What follows belongs to an exercise in optimizing a design on an open flow for small area; a production flow would make more cautious choices. Where RTL was checked, it was by simulation tests only, not by an equivalence proof against the original. No activity file was given, so power comes from the tool's default toggle rates.

Design max_pooling2x2, start of the top module:
module max_pooling2x2 
	#(	parameter DATA_WIDTH = 32,
		parameter IMAGE_WIDTH = 28)
	(	clk,
		rst_n,
		i_valid,
		i_data,
		o_data,
		o_valid
	);
Size: about 0.014 mm^2 of cells after synthesis.
Settings: LEC_CHECK=0, CAP_MARGIN=0, CORE_MARGIN=2, CORE_UTILIZATION=70, PLACE_DENSITY=0.85, SLEW_MARGIN=0, SYNTH_HIERARCHICAL=1, SYNTH_MINIMUM_KEEP_SIZE=0; clock period 30.0 ns.
standard.sh (not shown) runs the stock make flow with config.mk's settings and CLKGATE_MAP_FILE= SYNTH_SCRIPT=/design/flow/synth_recipe.tcl, a recipe that flattens the netlist after the stock synthesis.
==> flow/flow/run.sh <==
#!/bin/bash
# Own layout flow: the standard synthesis, then every combinational cell
# set to its smallest drive strength (placement repair sizes up what needs
# it), then the standard layout with minimum-size port buffers and a
# clock tree built from fewer, larger clusters.
set -euo pipefail
LIB=$FLOW_HOME/platforms/$FLOW_PLATFORM/lib/sky130_fd_sc_hd__tt_025C_1v80.lib
RES=orfs/results/$FLOW_PLATFORM/max_pooling2x2/base

bash standard.sh synth > synth.log 2>&1
python3 flow/downsize.py "$LIB" $RES/1_2_yosys.v > downsize.log 2>&1

export BUFFER_PORTS_ARGS="-buffer_cell sky130_fd_sc_hd__buf_1"
export CTS_ARGS="-sink_clustering_enable -repair_clock_nets -sink_clustering_max_diameter 100 -tree_buf sky130_fd_sc_hd__clkbuf_4 -root_buf sky130_fd_sc_hd__clkbuf_4 -dont_use_dummy_load -buf_list sky130_fd_sc_hd__buf_8 -sink_clustering_buffer sky130_fd_sc_hd__buf_8 -sink_clustering_size 23"
bash standard.sh finish > layout.log 2>&1
Other scripts of this flow, unchanged in this note and not shown: flow/flow/downsize.py
Next try:
--- a/flow/flow/run.sh
+++ b/flow/flow/run.sh
@@ -13,3 +13,3 @@
 export BUFFER_PORTS_ARGS="-buffer_cell sky130_fd_sc_hd__buf_1"
-export CTS_ARGS="-sink_clustering_enable -repair_clock_nets -sink_clustering_max_diameter 100 -tree_buf sky130_fd_sc_hd__clkbuf_4 -root_buf sky130_fd_sc_hd__clkbuf_4 -dont_use_dummy_load -buf_list sky130_fd_sc_hd__buf_8 -sink_clustering_buffer sky130_fd_sc_hd__buf_8 -sink_clustering_size 23"
+export CTS_ARGS="-sink_clustering_enable -repair_clock_nets -sink_clustering_size 30 -sink_clustering_max_diameter 100 -buf_list sky130_fd_sc_hd__buf_12 -sink_clustering_buffer sky130_fd_sc_hd__buf_12 -tree_buf sky130_fd_sc_hd__clkbuf_4 -root_buf sky130_fd_sc_hd__clkbuf_4 -dont_use_dummy_load"
 bash standard.sh finish > layout.log 2>&1
- PLACE_DENSITY: 0.85 -> not set
Total power is about the same. Die area stays the same. Routed wire length falls by 4.3%. Sequential power stays flat. Cell area is about the same. Worst hold slack is worse by 0.048 ns. Area after synthesis is unchanged.

========
max_pooling2x2, a different RTL version from the one above (not shown whole).
Size: ~610 cells after synthesis, about 460 flip-flops.
Settings: LEC_CHECK=0, CAP_MARGIN=0, CORE_MARGIN=2, CORE_UTILIZATION=70, SLEW_MARGIN=0, SYNTH_HIERARCHICAL=1, SYNTH_MINIMUM_KEEP_SIZE=0; clock period 30.0 ns.
==> flow/flow/run.sh <==
#!/bin/bash
# Own layout flow: the standard synthesis, then every combinational cell
# set to its smallest drive strength (placement repair sizes up what needs
# it), then the standard layout with minimum-size port buffers and a
# clock tree built from fewer, larger clusters.
set -euo pipefail
LIB=$FLOW_HOME/platforms/$FLOW_PLATFORM/lib/sky130_fd_sc_hd__tt_025C_1v80.lib
RES=orfs/results/$FLOW_PLATFORM/max_pooling2x2/base

bash standard.sh synth > synth.log 2>&1
python3 flow/downsize.py "$LIB" $RES/1_2_yosys.v > downsize.log 2>&1

export BUFFER_PORTS_ARGS="-buffer_cell sky130_fd_sc_hd__buf_1"
export CTS_ARGS="-sink_clustering_enable -repair_clock_nets -sink_clustering_size 30 -sink_clustering_max_diameter 100 -buf_list sky130_fd_sc_hd__clkbuf_16 -dont_use_dummy_load"
bash standard.sh finish > layout.log 2>&1
Other scripts of this flow, unchanged in this note and not shown: flow/flow/downsize.py
Next try:
- CAP_MARGIN: 0 -> 20
- SLEW_MARGIN: 0 -> 20
Result: Clock power hardly moves. Area after synthesis does not change. Utilization grows by 0.30 points.
Next try:
--- a/flow/flow/run.sh
+++ b/flow/flow/run.sh
@@ -14 +14 @@
-export CTS_ARGS="-sink_clustering_enable -repair_clock_nets -sink_clustering_size 30 -sink_clustering_max_diameter 100 -buf_list sky130_fd_sc_hd__clkbuf_16 -dont_use_dummy_load"
+export CTS_ARGS="-sink_clustering_enable -repair_clock_nets -sink_clustering_size 30 -sink_clustering_max_diameter 100 -buf_list sky130_fd_sc_hd__buf_12 -sink_clustering_buffer sky130_fd_sc_hd__buf_12 -tree_buf sky130_fd_sc_hd__clkbuf_4 -root_buf sky130_fd_sc_hd__clkbuf_4 -dont_use_dummy_load"
- CAP_MARGIN: 20 -> 0
- SLEW_MARGIN: 20 -> 0
Result:
- routed wire length stays flat
- setup slack gets better by 0.23 ns
- count of clock-buffer cells in the layout is unchanged
- critical path depth does not change
- clock power drops by 8.7%
- total power shrinks by 2.1%
- via count hardly moves
- hold slack is about the same
Next try:
--- a/flow/flow/run.sh
+++ b/flow/flow/run.sh
@@ -14 +14 @@
-export CTS_ARGS="-sink_clustering_enable -repair_clock_nets -sink_clustering_size 30 -sink_clustering_max_diameter 100 -buf_list sky130_fd_sc_hd__buf_12 -sink_clustering_buffer sky130_fd_sc_hd__buf_12 -tree_buf sky130_fd_sc_hd__clkbuf_4 -root_buf sky130_fd_sc_hd__clkbuf_4 -dont_use_dummy_load"
+export CTS_ARGS="-sink_clustering_enable -repair_clock_nets -sink_clustering_size 30 -sink_clustering_max_diameter 100 -buf_list sky130_fd_sc_hd__clkbuf_16 -sink_clustering_buffer sky130_fd_sc_hd__clkbuf_16 -tree_buf sky130_fd_sc_hd__clkbuf_4 -root_buf sky130_fd_sc_hd__clkbuf_4 -dont_use_dummy_load"
Result: The changed run completed with no timing, DRC or antenna violations; clock skew is about the same; global-route usage is about the same; setup slack gains 0.036 ns; routed wire length hardly moves; sequential power barely changes.
Function was not checked in any run of this note: the RTL went through the layout flow alone.

-- re-timing with driven ports --
The results above use ideal ports. As a check the final layouts listed here were re-extracted and re-timed, cells and wires unchanged.
Step 1, drivers: a clkbuf_16 drives clk and a buf_2 each remaining input, both assumed.
Step 2, shift: input delay + t, output delay - t, t = (earliest + latest rising clock arrival at the registers) / 2. This alone moves slack from input paths to output paths.
Slacks: no drivers / after step 1 / after step 2; pairs: no drivers / after step 1.
run | shift t [ns] | setup slack, ns | worst setup path at the end
the first run of note 1 | 0.758 | 10.864 / 10.878 / 10.120 | input to register
the second run of note 1 | 0.707 | 10.186 / 10.208 / 9.501 | input to register
the first run of note 2 | 0.539 | 11.229 / 11.229 / 10.690 | input to register
the second run of note 2 | 0.541 | 11.174 / 11.174 / 10.633 | input to register
the third run of note 2 | 0.728 | 11.409 / 11.397 / 10.669 | input to register
the fourth run of note 2 | 0.739 | 11.446 / 11.434 / 10.695 | input to register
After both steps setup and hold are still met in every run listed. The setup slack of the fourth run of note 2, which loses most, moves by -0.012 ns with the drivers and by -0.751 ns with both steps.
